From an optimization exercise on the open Yosys and OpenROAD flow, aimed at small area; shortcuts taken in it are not production practice.
Function was checked by simulation only, so behaviour that the tests miss may differ from the original.

## rev 12
Design sprite_hit, start of the top module:
module sprite_hit (
    input  wire       clk,
    input  wire [9:0] draw_x,
    input  wire [8:0] draw_y,
    input  wire [9:0] enemy_x,    input  wire [8:0] enemy_y,
    input  wire [9:0] player_x,   input  wire [8:0] player_y,
    input  wire [9:0] small_x,    input  wire [8:0] small_y,
    input  wire [9:0] boss_x,     input  wire [8:0] boss_y,
    input  wire [9:0] missile_x,  input  wire [8:0] missile_y,
    input  wire [9:0] pause_x,    input  wire [8:0] pause_y,
    input  wire [9:0] title_x,    input  wire [8:0] title_y,
    input  wire [9:0] expl1_x,    input  wire [8:0] expl1_y,
    input  wire [9:0] expl2_x,    input  wire [8:0] expl2_y,
    input  wire [9:0] expl3_x,    input  wire [8:0] expl3_y,
    input  wire [9:0] win_x,      input  wire [8:0] win_y,
    output wire [10:0] hit
);
    wire [9:0] tx16 = draw_x + 10'd16;
    wire [9:0] tx32 = draw_x + 10'd32;
  ...
Size in the first run: roughly 2600 cells after synthesis, roughly 0.015 mm² of cells after synthesis.
Settings: LEC_CHECK=0, CAP_MARGIN=20, CORE_MARGIN=2, CORE_UTILIZATION=60, CTS_BUF_LIST=sky130_fd_sc_hd__clkbuf_8, SLEW_MARGIN=20; clock period 10.0 ns.
standard.sh (not shown) runs the stock make flow with config.mk's settings and CLKGATE_MAP_FILE= SYNTH_SCRIPT=/design/flow/synth_recipe.tcl, a recipe that flattens the netlist after the stock synthesis.
==> flow/flow/run.sh <==
#!/bin/bash
# Own layout flow: the standard synthesis; then the combinational logic of
# its netlist is re-mapped for area (the flip-flops are cut out first and put
# back with their names and cell types unchanged); then the standard
# layout, with the port buffers made from sky130_fd_sc_hd__buf_1.
set -euo pipefail
W=$PWD
F=$W/flow
R=$W/orfs/results/$FLOW_PLATFORM/sprite_hit/base
export LIB=$FLOW_HOME/platforms/sky130hd/lib/sky130_fd_sc_hd__tt_025C_1v80.lib
export TOP=$FLOW_TOP
bash standard.sh $R/1_2_yosys.v > $W/1_1_standard_synth.log 2>&1
cp $R/1_2_yosys.v $W/1_2_yosys_std.v
python3 $F/resyn.py cut $W/1_2_yosys_std.v $W/1_3_cut.v $W/1_3_flops.json 'sky130_fd_sc_hd__df\w+' > $W/1_3_cut.log 2>&1
DONT_USE="$(tr '\n' ' ' < $F/dont_use.txt)" IN_V=$W/1_3_cut.v OUT_V=$W/1_4_comb.v ABC_SCRIPT=$F/area.abc \
  yosys -c $F/resyn.tcl > $W/1_4_resyn.log 2>&1
python3 $F/resyn.py join $W/1_4_comb.v $W/1_5_joined.v $W/1_3_flops.json > $W/1_5_join.log 2>&1
IN_V=$W/1_5_joined.v OUT_V=$R/1_2_yosys.v STAT=$W/1_6_stat.txt yosys -c $F/finish.tcl > $W/1_6_finish.log 2>&1
bash standard.sh "BUFFER_PORTS_ARGS=-buffer_cell sky130_fd_sc_hd__buf_1" finish > $W/2_layout.log 2>&1
Other scripts of this flow, unchanged in this note and not shown: flow/flow/area.abc, flow/flow/dont_use.txt, flow/flow/finish.tcl, flow/flow/resyn.py, flow/flow/resyn.tcl
Relative to rev 12, the following input files were edited for rev 13:
-- flow/config.mk --
<<< rev 12, line 7
export LEC_CHECK = 0
export CAP_MARGIN = 20
export CORE_MARGIN = 2
export CORE_UTILIZATION = 60
export CTS_BUF_LIST = sky130_fd_sc_hd__clkbuf_8
export SLEW_MARGIN = 20
>>> rev 13, line 7
export LEC_CHECK = 0
export CAP_MARGIN = 20
export CELL_PAD_IN_SITES_DETAIL_PLACEMENT = 1
export CORE_MARGIN = 2
export CORE_UTILIZATION = 50
export GPL_ROUTABILITY_DRIVEN = 1
export PLACE_DENSITY = 0.5
export SLEW_MARGIN = 20
Notes after the runs:
Half-perimeter wire length of the detailed placement result of rev 13 exceeds that of rev 12 by more than a quarter.
As the logs show, rev 13 stopped at 5_1_grt after a tool error, so it never reached the end of the flow.
From rev 13 to rev 12, total of buffers placed on input and output ports did not move at all.
The higher cell total after placement of rev 12 and rev 13 is in rev 13.
Comparing rev 13 against rev 12, there is no change at all in gate count after technology mapping.
Rev 13 vs. rev 12: height of the chip went up about 9%; number of standard-cell rows in the floorplan increased 5.
[compare] base=rev 12 new=rev 13: number of buffers inserted during clock tree synthesis shows no meaningful change; worst-case setup slack after placement fell by 0.38 ns.

## static timing again, ports no longer ideal
Ports are ideal in the flow. The routed layout listed here was re-timed in OpenROAD.
Step 1, drivers: a clkbuf_16 drives clk and a buf_2 each remaining input, both assumed.
Step 2 also shifts input and output timing later by t, the mid clock arrival at the registers, as if the neighbouring blocks saw the same clock.
Slacks: ideal ports / drivers / drivers and shift; pairs: ideal ports / drivers.
run: rev 12
shift t [ns]: 0.534
slack for setup (ns): 3.798 / 3.816 / 3.282
worst hold slack (ns): 0.440 / 0.440 / 0.440
After both steps rev 12 still meets setup and hold. For rev 12, drivers alone change the setup slack by +0.018 ns; drivers and shift together by -0.516 ns.
